Source: an optimization exercise on an open RTL-to-GDS flow (aim: small area, a short achievable clock period and few clock cycles). Production flows keep margins and buffers that such runs may drop. At most, simulation tests tie the RTL to the original design; equivalence was not proved.

==> v27 <==
// conv_top
module conv_top
  #(
    parameter integer C_S00_AXIS_TDATA_WIDTH = 32
  )
  (
    input wire CLK,
    input wire RESETN,
    output wire S_AXIS_TREADY,
    input wire [C_S00_AXIS_TDATA_WIDTH-1 : 0] S_AXIS_TDATA,
    input wire [(C_S00_AXIS_TDATA_WIDTH/8)-1 : 0] S_AXIS_TKEEP,
    input wire S_AXIS_TUSER,
    input wire S_AXIS_TLAST,
    input wire S_AXIS_TVALID,
    input wire M_AXIS_TREADY,
    output wire M_AXIS_TUSER,
    output wire [C_S00_AXIS_TDATA_WIDTH-1 : 0] M_AXIS_TDATA,
    output wire [(C_S00_AXIS_TDATA_WIDTH/8)-1 : 0] M_AXIS_TKEEP,
    output wire M_AXIS_TLAST,
    output wire M_AXIS_TVALID,
    input wire [31:0] PADDR,
    input wire PSEL,
    input wire PENABLE,
    input wire PWRITE,
    input wire [31:0] PWDATA,
    output wire PSLVERR,
    output wire PREADY,
    output wire [31:0] PRDATA,
    output wire [13:0] MEM_ADDR,
    output wire [31:0] MEM_WDATA,
    output wire MEM_EN,
    output wire MEM_WE,
    input wire [31:0] MEM_RDATA
  );
  assign PREADY  = 1'b1;
  assign PSLVERR = 1'b0;
  assign M_AXIS_TUSER = 1'b0;
  assign M_AXIS_TKEEP = 4'hF;
  wire       cmd_wr;
  wire [4:0] ic, oc;
  wire       fl8;
  wire       f_done, b_done, r_done, t_done;
  wire       prdata0;
  assign PRDATA = {31'd0, prdata0};
  conv_apb u_conv_apb (
    .clk(CLK), .rstn(RESETN),
    .paddr(PADDR[15:0]), .psel(PSEL), .penable(PENABLE), .pwrite(PWRITE), .pwdata(PWDATA),
    .prdata0(prdata0),
    .f_done(f_done), .b_done(b_done), .r_done(r_done), .t_done(t_done),
    .cmd_wr(cmd_wr), .ic(ic), .oc(oc), .fl8(fl8)
  );
  conv_module u_conv_module (
    .clk(CLK), .rstn(RESETN),
    .cmd_wr(cmd_wr), .cmd(PWDATA[2:0]), .ic(ic), .oc(oc), .fl8(fl8),
  ...
clock: 10.0 ns
lec_check: 0
cap_margin: 20
core_margin: 2
core_utilization: 40
setup_slack_margin: 5
slew_margin: 20
run.sh (not shown) runs the stock make flow with config.mk's settings and CLKGATE_MAP_FILE= SYNTH_SCRIPT=/design/flow/synth_recipe.tcl, a recipe that flattens the netlist after the stock synthesis.
==> v4 (differences from v27) <==
--- a/flow/design.v
+++ b/flow/design.v
@@ -93,38 +93,38 @@
   reg         wsel;
   assign mem_addr  = {3'b000, ma};
   assign mem_wdata = wsel ? rs[63:32] : rs[31:0];
   assign m_tdata   = rs[31:0];
   wire take = s_tvalid & s_tready;
   reg  [9:0]  cnt;
-  reg  [31:0] sw;           
+  reg  [31:0] fa, fb;       
   reg  [23:0] wt;           
   reg  [7:0]  bias;         
   reg  [1:0]  nrep;         
   reg         wl_last;
   reg  [1:0]  bst;          
   reg  [23:0] trip;
   always @(*) begin
     case (nrep)
       2'd0:    trip = s_tdata[23:0];
-      2'd1:    trip = {s_tdata[15:0], sw[31:24]};
-      2'd2:    trip = {s_tdata[7:0], sw[31:16]};
-      default: trip = sw[31:8];
+      2'd1:    trip = {s_tdata[15:0], fa[31:24]};
+      2'd2:    trip = {s_tdata[7:0], fa[31:16]};
+      default: trip = fa[31:8];
     endcase
   end
   reg  [3:0]  o, i;
   reg  [2:0]  r;
   reg  [1:0]  kr, q;
   reg  [2:0]  sidx;
   reg  [9:0]  wbase;
   reg  [5:0]  wi3;          
   reg  [8:0]  rptr;
   reg         have_res, dummy;
   wire [6:0]  ic3      = {1'b0, ic, 1'b0} + {2'b00, ic};
   wire        wr_step  = have_res & ((sidx == 3'd2) | (fl8 & (sidx == 3'd3)));
-  wire [1:0]  qlast    = (fl8 | (have_res & (sidx == 3'd2))) ? 2'd3 : 2'd1;
+  wire [1:0]  qlast    = fl8 ? 2'd3 : ((have_res & (sidx == 3'd2)) ? 2'd2 : 2'd1);
   wire [2:0]  flm1     = fl8 ? 3'd7 : 3'd3;
   wire        r_last   = (r == flm1);
   wire [1:0]  kr_first = (r == 3'd0) ? 2'd1 : 2'd0;
   wire [1:0]  kr_last  = r_last ? 2'd1 : 2'd2;
   wire [2:0]  y        = r + {1'b0, kr} - 3'd1;
   wire [7:0]  fa0      = fl8 ? {i, y, 1'b0} : {2'b00, i, y[1:0]};
@@ -133,13 +133,13 @@
   wire        i_last   = ({1'b0, i} == ic - 5'd1);
   wire        o_last   = ({1'b0, o} == oc - 5'd1);
   wire        wch_end  = ({1'b0, wi3} == ic3 - 7'd1);
   reg  [2:0]  op1, op2;
   reg         last1, last2;
   reg         d1a, d2a, d3a, d4a;
-  reg  [1:0]  d1q, d2q, d3q;
+  reg  [1:0]  d1q, d2q, d3q, d4q;
   reg         d1f, d2f, d3f, d4f;
   reg         s2_rot, s2_first;
   wire        wl_wr    = take | ((nrep == 2'd3) & (bst == 2'd0));
   wire [1:0]  nrep_nx  = take ? nrep + 2'd1 : 2'd0;
   wire        bst_nx   = wch_end & (o[1:0] == 2'd3);
   wire        wlast_nx = wl_last | (take & s_tlast);
@@ -159,13 +159,13 @@
       mem_en <= 1'b0;
       mem_we <= 1'b0;
       op1 <= OP_NONE;
       op2 <= op1;
       m_tvalid <= (op2 == OP_SEND);
       if (m_tvalid && m_tlast) t_done <= 1'b1;
-      d1a <= (ph == P_COMP) & (fl8 | ~q[1]);
+      d1a <= (ph == P_COMP) & (fl8 | (q != 2'd2));
       d2a <= d1a; d3a <= d2a; d4a <= d3a;
       s2_rot <= d4a;
       if (cmd_wr) begin
         case (cmd)
           3'd1: begin ph <= P_FEAT; s_tready <= 1'b1; end
           3'd2: begin ph <= P_BIAS; s_tready <= 1'b1; end
@@ -203,13 +203,13 @@
             if (q == 2'd0) begin
               mem_en <= 1'b1; op1 <= OP_A;
             end else if (q == 2'd1) begin
               mem_en <= 1'b1; op1 <= OP_W;
             end else if (q == 2'd2 && fl8) begin
               mem_en <= 1'b1; op1 <= OP_B;
-            end else if (wr_step && (fl8 || q == 2'd2)) begin
+            end else if (wr_step) begin
               mem_en <= 1'b1; mem_we <= 1'b1;
             end
             if (q == qlast && dummy && sidx == (fl8 ? 3'd3 : 3'd2)) begin
               ph <= P_IDLE;
               r_done <= 1'b1;
             end
@@ -222,22 +222,19 @@
           default: ;
         endcase
       end
     end
   end
   reg  [7:0] x0, x1, x2, x3;
-  reg  [7:0] nx0, nx1, nx2, nx3;
   always @(*) begin
-    if (d3q == 2'd0) begin
-      nx0 = 8'd0;  nx1 = sw[7:0];  nx2 = sw[15:8];  nx3 = sw[23:16];
-    end else begin
-      nx0 = x2;    nx1 = x3;
-      nx2 = d3q[0] ? sw[31:24] : sw[15:8];
-      nx3 = (d3q == 2'd2) ? sw[23:16] : ((d3q == 2'd1 && fl8) ? mem_rdata[7:0] : 8'd0);
-    end
-    if (!d3a) begin nx0 = 8'd0; nx1 = 8'd0; nx2 = 8'd0; nx3 = 8'd0; end
+    case (d4q)
+      2'd0: begin x0 = 8'd0;      x1 = fa[7:0];   x2 = fa[15:8];  x3 = fa[23:16]; end
+      2'd1: begin x0 = fa[15:8];  x1 = fa[23:16]; x2 = fa[31:24]; x3 = fb[7:0];   end
+      2'd2: begin x0 = fa[31:24]; x1 = fb[7:0];   x2 = fb[15:8];  x3 = fb[23:16]; end
+      default: begin x0 = fb[15:8]; x1 = fb[23:16]; x2 = fb[31:24]; x3 = 8'd0; end
+    endcase
   end
   wire [16:0] ra0, rb0, ra1, rb1;
   csa3 u_m0 (.x0(x0), .x1(x1), .x2(x2), .w0(wt[7:0]), .w1(wt[15:8]), .w2(wt[23:16]), .ra(ra0), .rb(rb0));
   csa3 u_m1 (.x0(x1), .x1(x2), .x2(x3), .w0(wt[7:0]), .w1(wt[15:8]), .w2(wt[23:16]), .ra(ra1), .rb(rb1));
   reg  [16:0] sa0, sb0, sa1, sb1;
   reg  [22:0] p0a, p0b, p1a, p1b, p2a, p2b, p3a, p3b;
@@ -252,36 +249,38 @@
       if (v[22])              sat = 8'd0;
       else if (|v[21:13])     sat = 8'h7F;
       else                    sat = {1'b0, v[12:6]};
     end
   endfunction
   always @(posedge clk) begin
-    d1q <= q; d2q <= d1q; d3q <= d2q;
-    x0 <= nx0; x1 <= nx1; x2 <= nx2; x3 <= nx3;
+    d1q <= fl8 ? q : {q[0], q[0]}; d2q <= d1q; d3q <= d2q; d4q <= d3q;
     d1f <= (sidx == 3'd0); d2f <= d1f; d3f <= d2f; d4f <= d3f;
     s2_first <= d4f;
     last2 <= last1;
     sa0 <= ra0; sb0 <= rb0;
     sa1 <= ra1; sb1 <= rb1;
     case (op2)
-      OP_A:    sw <= mem_rdata;
+      OP_A:    fa <= mem_rdata;
       OP_W:    begin wt <= mem_rdata[23:0]; bias <= mem_rdata[31:24]; end
-      OP_B:    sw <= mem_rdata;
-      OP_BW:   rs[63:32] <= mem_rdata;
+      OP_B:    fb <= mem_rdata;
+      OP_BW:   fb <= mem_rdata;
       OP_SEND: begin
         rs[31:0] <= mem_rdata;
         m_tlast <= last2;
       end
       default: ;
     endcase
-    p0a <= p1a; p0b <= p1b;
-    p1a <= fl8 ? p2a : new_a;
-    p1b <= fl8 ? p2b : new_b;
-    p2a <= p3a; p2b <= p3b;
-    p3a <= new_a; p3b <= new_b;
-    if (s2_rot && s2_first) rs <= {sat(p0b), sat(p0a), rs[63:16]};
+    if (!fl8 && d4a && d4q == 2'd0) fb <= fa;
+    if (s2_rot) begin
+      p0a <= p1a; p0b <= p1b;
+      p1a <= fl8 ? p2a : new_a;
+      p1b <= fl8 ? p2b : new_b;
+      p2a <= p3a; p2b <= p3b;
+      p3a <= new_a; p3b <= new_b;
+      if (s2_first) rs <= {sat(p0b), sat(p0a), rs[63:16]};
+    end
     if (cmd_wr) begin
       cnt <= 10'd0;
       nrep <= 2'd0;
       wl_last <= 1'b0;
       bst <= 2'd0;
       o <= 4'd0;
@@ -291,34 +290,34 @@
         P_FEAT, P_BIAS: begin
           if (take) begin
             ma <= (ph == P_FEAT) ? {3'b000, cnt[7:0]} : {9'b001000000, cnt[1:0]};
             wsel <= 1'b0;
             rs[31:0] <= s_tdata;
             cnt <= cnt + 10'd1;
-            if (ph == P_BIAS && cnt[1:0] == 2'd0) rs[63:32] <= s_tdata;
+            if (ph == P_BIAS && cnt[1:0] == 2'd0) fb <= s_tdata;
           end
         end
         P_WLD: begin
           if (bst == 2'd1) begin
             ma <= {9'b001000000, o[3:2]};
             bst <= 2'd2;
           end else if (bst == 2'd2) begin
             if (op2 == OP_BW) bst <= 2'd0;
           end else if (wl_wr) begin
             ma <= {1'b1, cnt};
             wsel <= 1'b0;
             case (o[1:0])
-              2'd0: rs[31:24] <= rs[39:32];
-              2'd1: rs[31:24] <= rs[47:40];
-              2'd2: rs[31:24] <= rs[55:48];
-              default: rs[31:24] <= rs[63:56];
+              2'd0: rs[31:24] <= fb[7:0];
+              2'd1: rs[31:24] <= fb[15:8];
+              2'd2: rs[31:24] <= fb[23:16];
+              default: rs[31:24] <= fb[31:24];
             endcase
             rs[23:0] <= trip;
             cnt <= cnt + 10'd1;
             nrep <= nrep_nx;
-            if (take) sw[31:8] <= s_tdata[31:8];
+            if (take) fa[31:8] <= s_tdata[31:8];
             if (take && s_tlast) wl_last <= 1'b1;
             if (wch_end) begin
               wi3 <= 6'd0;
               o <= o + 4'd1;
               if (bst_nx) bst <= 2'd1;
             end else begin
@@ -335,13 +334,13 @@
           if (q == 2'd0) ma <= {3'b000, fa0};
           else if (q == 2'd1) ma <= {1'b1, waddr};
           else if (q == 2'd2 && fl8) ma <= {3'b000, fa1};
           else begin
             ma <= {3'b010, rptr[7:0]};
             wsel <= ~fl8 | (sidx == 3'd3);
-            if (wr_step && (fl8 || q == 2'd2)) rptr <= rptr + 9'd1;
+            if (wr_step) rptr <= rptr + 9'd1;
           end
           if (q == qlast) begin
             q <= 2'd0;
             if (dummy) begin
               if (sidx != 3'd4) sidx <= sidx + 3'd1;
             end else if (kr != kr_last) begin
--- a/flow/config.mk
+++ b/flow/config.mk
@@ -5,8 +5,7 @@
 export SDC_FILE = /design/flow/constraint.sdc
 export NUM_CORES = 4
 export LEC_CHECK = 0
 export CAP_MARGIN = 20
 export CORE_MARGIN = 2
 export CORE_UTILIZATION = 40
-export SETUP_SLACK_MARGIN = 5
 export SLEW_MARGIN = 20
==> v6 (differences from v27) <==
--- a/flow/design.v
+++ b/flow/design.v
@@ -93,38 +93,38 @@
   reg         wsel;
   assign mem_addr  = {3'b000, ma};
   assign mem_wdata = wsel ? rs[63:32] : rs[31:0];
   assign m_tdata   = rs[31:0];
   wire take = s_tvalid & s_tready;
   reg  [9:0]  cnt;
-  reg  [31:0] sw;           
+  reg  [31:0] fa, fb;       
   reg  [23:0] wt;           
   reg  [7:0]  bias;         
   reg  [1:0]  nrep;         
   reg         wl_last;
   reg  [1:0]  bst;          
   reg  [23:0] trip;
   always @(*) begin
     case (nrep)
       2'd0:    trip = s_tdata[23:0];
-      2'd1:    trip = {s_tdata[15:0], sw[31:24]};
-      2'd2:    trip = {s_tdata[7:0], sw[31:16]};
-      default: trip = sw[31:8];
+      2'd1:    trip = {s_tdata[15:0], fa[31:24]};
+      2'd2:    trip = {s_tdata[7:0], fa[31:16]};
+      default: trip = fa[31:8];
     endcase
   end
   reg  [3:0]  o, i;
   reg  [2:0]  r;
   reg  [1:0]  kr, q;
   reg  [2:0]  sidx;
   reg  [9:0]  wbase;
   reg  [5:0]  wi3;          
   reg  [8:0]  rptr;
   reg         have_res, dummy;
   wire [6:0]  ic3      = {1'b0, ic, 1'b0} + {2'b00, ic};
   wire        wr_step  = have_res & ((sidx == 3'd2) | (fl8 & (sidx == 3'd3)));
-  wire [1:0]  qlast    = (fl8 | (have_res & (sidx == 3'd2))) ? 2'd3 : 2'd1;
+  wire [1:0]  qlast    = fl8 ? 2'd3 : ((have_res & (sidx == 3'd2)) ? 2'd2 : 2'd1);
   wire [2:0]  flm1     = fl8 ? 3'd7 : 3'd3;
   wire        r_last   = (r == flm1);
   wire [1:0]  kr_first = (r == 3'd0) ? 2'd1 : 2'd0;
   wire [1:0]  kr_last  = r_last ? 2'd1 : 2'd2;
   wire [2:0]  y        = r + {1'b0, kr} - 3'd1;
   wire [7:0]  fa0      = fl8 ? {i, y, 1'b0} : {2'b00, i, y[1:0]};
@@ -133,13 +133,13 @@
   wire        i_last   = ({1'b0, i} == ic - 5'd1);
   wire        o_last   = ({1'b0, o} == oc - 5'd1);
   wire        wch_end  = ({1'b0, wi3} == ic3 - 7'd1);
   reg  [2:0]  op1, op2;
   reg         last1, last2;
   reg         d1a, d2a, d3a, d4a;
-  reg  [1:0]  d1q, d2q, d3q;
+  reg  [1:0]  d1q, d2q, d3q, d4q;
   reg         d1f, d2f, d3f, d4f;
   reg         s2_rot, s2_first;
   wire        wl_wr    = take | ((nrep == 2'd3) & (bst == 2'd0));
   wire [1:0]  nrep_nx  = take ? nrep + 2'd1 : 2'd0;
   wire        bst_nx   = wch_end & (o[1:0] == 2'd3);
   wire        wlast_nx = wl_last | (take & s_tlast);
@@ -159,13 +159,13 @@
       mem_en <= 1'b0;
       mem_we <= 1'b0;
       op1 <= OP_NONE;
       op2 <= op1;
       m_tvalid <= (op2 == OP_SEND);
       if (m_tvalid && m_tlast) t_done <= 1'b1;
-      d1a <= (ph == P_COMP) & (fl8 | ~q[1]);
+      d1a <= (ph == P_COMP) & (fl8 | (q != 2'd2));
       d2a <= d1a; d3a <= d2a; d4a <= d3a;
       s2_rot <= d4a;
       if (cmd_wr) begin
         case (cmd)
           3'd1: begin ph <= P_FEAT; s_tready <= 1'b1; end
           3'd2: begin ph <= P_BIAS; s_tready <= 1'b1; end
@@ -203,13 +203,13 @@
             if (q == 2'd0) begin
               mem_en <= 1'b1; op1 <= OP_A;
             end else if (q == 2'd1) begin
               mem_en <= 1'b1; op1 <= OP_W;
             end else if (q == 2'd2 && fl8) begin
               mem_en <= 1'b1; op1 <= OP_B;
-            end else if (wr_step && (fl8 || q == 2'd2)) begin
+            end else if (wr_step) begin
               mem_en <= 1'b1; mem_we <= 1'b1;
             end
             if (q == qlast && dummy && sidx == (fl8 ? 3'd3 : 3'd2)) begin
               ph <= P_IDLE;
               r_done <= 1'b1;
             end
@@ -222,22 +222,19 @@
           default: ;
         endcase
       end
     end
   end
   reg  [7:0] x0, x1, x2, x3;
-  reg  [7:0] nx0, nx1, nx2, nx3;
   always @(*) begin
-    if (d3q == 2'd0) begin
-      nx0 = 8'd0;  nx1 = sw[7:0];  nx2 = sw[15:8];  nx3 = sw[23:16];
-    end else begin
-      nx0 = x2;    nx1 = x3;
-      nx2 = d3q[0] ? sw[31:24] : sw[15:8];
-      nx3 = (d3q == 2'd2) ? sw[23:16] : ((d3q == 2'd1 && fl8) ? mem_rdata[7:0] : 8'd0);
-    end
-    if (!d3a) begin nx0 = 8'd0; nx1 = 8'd0; nx2 = 8'd0; nx3 = 8'd0; end
+    case (d4q)
+      2'd0: begin x0 = 8'd0;      x1 = fa[7:0];   x2 = fa[15:8];  x3 = fa[23:16]; end
+      2'd1: begin x0 = fa[15:8];  x1 = fa[23:16]; x2 = fa[31:24]; x3 = fb[7:0];   end
+      2'd2: begin x0 = fa[31:24]; x1 = fb[7:0];   x2 = fb[15:8];  x3 = fb[23:16]; end
+      default: begin x0 = fb[15:8]; x1 = fb[23:16]; x2 = fb[31:24]; x3 = 8'd0; end
+    endcase
   end
   wire [16:0] ra0, rb0, ra1, rb1;
   csa3 u_m0 (.x0(x0), .x1(x1), .x2(x2), .w0(wt[7:0]), .w1(wt[15:8]), .w2(wt[23:16]), .ra(ra0), .rb(rb0));
   csa3 u_m1 (.x0(x1), .x1(x2), .x2(x3), .w0(wt[7:0]), .w1(wt[15:8]), .w2(wt[23:16]), .ra(ra1), .rb(rb1));
   reg  [16:0] sa0, sb0, sa1, sb1;
   reg  [22:0] p0a, p0b, p1a, p1b, p2a, p2b, p3a, p3b;
@@ -252,36 +249,38 @@
       if (v[22])              sat = 8'd0;
       else if (|v[21:13])     sat = 8'h7F;
       else                    sat = {1'b0, v[12:6]};
     end
   endfunction
   always @(posedge clk) begin
-    d1q <= q; d2q <= d1q; d3q <= d2q;
-    x0 <= nx0; x1 <= nx1; x2 <= nx2; x3 <= nx3;
+    d1q <= fl8 ? q : {q[0], q[0]}; d2q <= d1q; d3q <= d2q; d4q <= d3q;
     d1f <= (sidx == 3'd0); d2f <= d1f; d3f <= d2f; d4f <= d3f;
     s2_first <= d4f;
     last2 <= last1;
     sa0 <= ra0; sb0 <= rb0;
     sa1 <= ra1; sb1 <= rb1;
     case (op2)
-      OP_A:    sw <= mem_rdata;
+      OP_A:    fa <= mem_rdata;
       OP_W:    begin wt <= mem_rdata[23:0]; bias <= mem_rdata[31:24]; end
-      OP_B:    sw <= mem_rdata;
-      OP_BW:   rs[63:32] <= mem_rdata;
+      OP_B:    fb <= mem_rdata;
+      OP_BW:   fb <= mem_rdata;
       OP_SEND: begin
         rs[31:0] <= mem_rdata;
         m_tlast <= last2;
       end
       default: ;
     endcase
-    p0a <= p1a; p0b <= p1b;
-    p1a <= fl8 ? p2a : new_a;
-    p1b <= fl8 ? p2b : new_b;
-    p2a <= p3a; p2b <= p3b;
-    p3a <= new_a; p3b <= new_b;
-    if (s2_rot && s2_first) rs <= {sat(p0b), sat(p0a), rs[63:16]};
+    if (!fl8 && d4a && d4q == 2'd0) fb <= fa;
+    if (s2_rot) begin
+      p0a <= p1a; p0b <= p1b;
+      p1a <= fl8 ? p2a : new_a;
+      p1b <= fl8 ? p2b : new_b;
+      p2a <= p3a; p2b <= p3b;
+      p3a <= new_a; p3b <= new_b;
+      if (s2_first) rs <= {sat(p0b), sat(p0a), rs[63:16]};
+    end
     if (cmd_wr) begin
       cnt <= 10'd0;
       nrep <= 2'd0;
       wl_last <= 1'b0;
       bst <= 2'd0;
       o <= 4'd0;
@@ -291,34 +290,34 @@
         P_FEAT, P_BIAS: begin
           if (take) begin
             ma <= (ph == P_FEAT) ? {3'b000, cnt[7:0]} : {9'b001000000, cnt[1:0]};
             wsel <= 1'b0;
             rs[31:0] <= s_tdata;
             cnt <= cnt + 10'd1;
-            if (ph == P_BIAS && cnt[1:0] == 2'd0) rs[63:32] <= s_tdata;
+            if (ph == P_BIAS && cnt[1:0] == 2'd0) fb <= s_tdata;
           end
         end
         P_WLD: begin
           if (bst == 2'd1) begin
             ma <= {9'b001000000, o[3:2]};
             bst <= 2'd2;
           end else if (bst == 2'd2) begin
             if (op2 == OP_BW) bst <= 2'd0;
           end else if (wl_wr) begin
             ma <= {1'b1, cnt};
             wsel <= 1'b0;
             case (o[1:0])
-              2'd0: rs[31:24] <= rs[39:32];
-              2'd1: rs[31:24] <= rs[47:40];
-              2'd2: rs[31:24] <= rs[55:48];
-              default: rs[31:24] <= rs[63:56];
+              2'd0: rs[31:24] <= fb[7:0];
+              2'd1: rs[31:24] <= fb[15:8];
+              2'd2: rs[31:24] <= fb[23:16];
+              default: rs[31:24] <= fb[31:24];
             endcase
             rs[23:0] <= trip;
             cnt <= cnt + 10'd1;
             nrep <= nrep_nx;
-            if (take) sw[31:8] <= s_tdata[31:8];
+            if (take) fa[31:8] <= s_tdata[31:8];
             if (take && s_tlast) wl_last <= 1'b1;
             if (wch_end) begin
               wi3 <= 6'd0;
               o <= o + 4'd1;
               if (bst_nx) bst <= 2'd1;
             end else begin
@@ -335,13 +334,13 @@
           if (q == 2'd0) ma <= {3'b000, fa0};
           else if (q == 2'd1) ma <= {1'b1, waddr};
           else if (q == 2'd2 && fl8) ma <= {3'b000, fa1};
           else begin
             ma <= {3'b010, rptr[7:0]};
             wsel <= ~fl8 | (sidx == 3'd3);
-            if (wr_step && (fl8 || q == 2'd2)) rptr <= rptr + 9'd1;
+            if (wr_step) rptr <= rptr + 9'd1;
           end
           if (q == qlast) begin
             q <= 2'd0;
             if (dummy) begin
               if (sidx != 3'd4) sidx <= sidx + 3'd1;
             end else if (kr != kr_last) begin
==> notes <==
Cell count: v27 is smaller than v4 (1.1%).
Utilization: v27 < v4 < v6.
First-iteration DRC count: v27 < v6 < v4.
Non-clock buffer count: v6 > v27 > v4.
Against v27, the die area of v6 is higher by 6.2%.
==> figures <==
| item | v6 | v4 | v27 |
|---|---|---|---|
| Status | no timing/DRC/antenna violations | no timing/DRC/antenna violations | no timing/DRC/antenna violations |
| Clock Sinks | 530 | 530 | 532 |
| Ratio of layout area to synthesized area | 1.150x | 1.126x | 1.128x |
| Top routing layer in use | met4 | met4 | met5 |
| Worst slew slack as a fraction of its limit | 30.6% | 21.4% | 30.8% |
| Number of multi-input combinational cells | 2500 | 2500 | 2454 |
| Met3 Wirelength | 7350 um | 7780 um | 7110 um |
| Wire length reported by the detailed router | 108000 um | 105000 um | 99000 um |
| Signal buffers | 267 | 210 | 214 |
| Yosys reg bits | 530 | 530 | 532 |
| EDFF count, synth | 312 | 312 | 100 |
Testbench counts of v4, summed over its fixed seeds: cycles 10,494.
Testbench counts of v6, summed over its fixed seeds: cycles 10,494.
For v27, only the layout was checked, not whether the RTL still works.

-- re-timing with driven ports --
Ports are ideal in the flow. The routed layouts listed here were re-timed in OpenROAD.
Step 1: set_driving_cell puts a clkbuf_16 on CLK and a buf_2 on each other input, an assumption about the parent block.
Step 2 moves the port delays by t, midway between the first and last clock arrival at a register: inputs arrive t later, outputs are due t later. That takes back most of the time a late clock gives input paths.
a / b / c = ideal ports / drivers / drivers and shift; a / b = the first two.
run | t (ns) | setup WS [ns] | clock arrival spread, ns | pins driven straight from the clock port
v27 | 0.684 | 5.290 / 5.290 / 4.745 | 0.049 / 0.050 | 1
v4 | 0.707 | 3.983 / 3.983 / 3.983 | 0.067 / 0.067 | 1
v6 | 0.727 | 5.035 / 5.035 / 4.679 | 0.095 / 0.094 | 1
After both steps every run listed still meets setup and hold. The setup slack of v27, which loses most, moves by 0.000 ns with the drivers and by -0.545 ns with both steps.
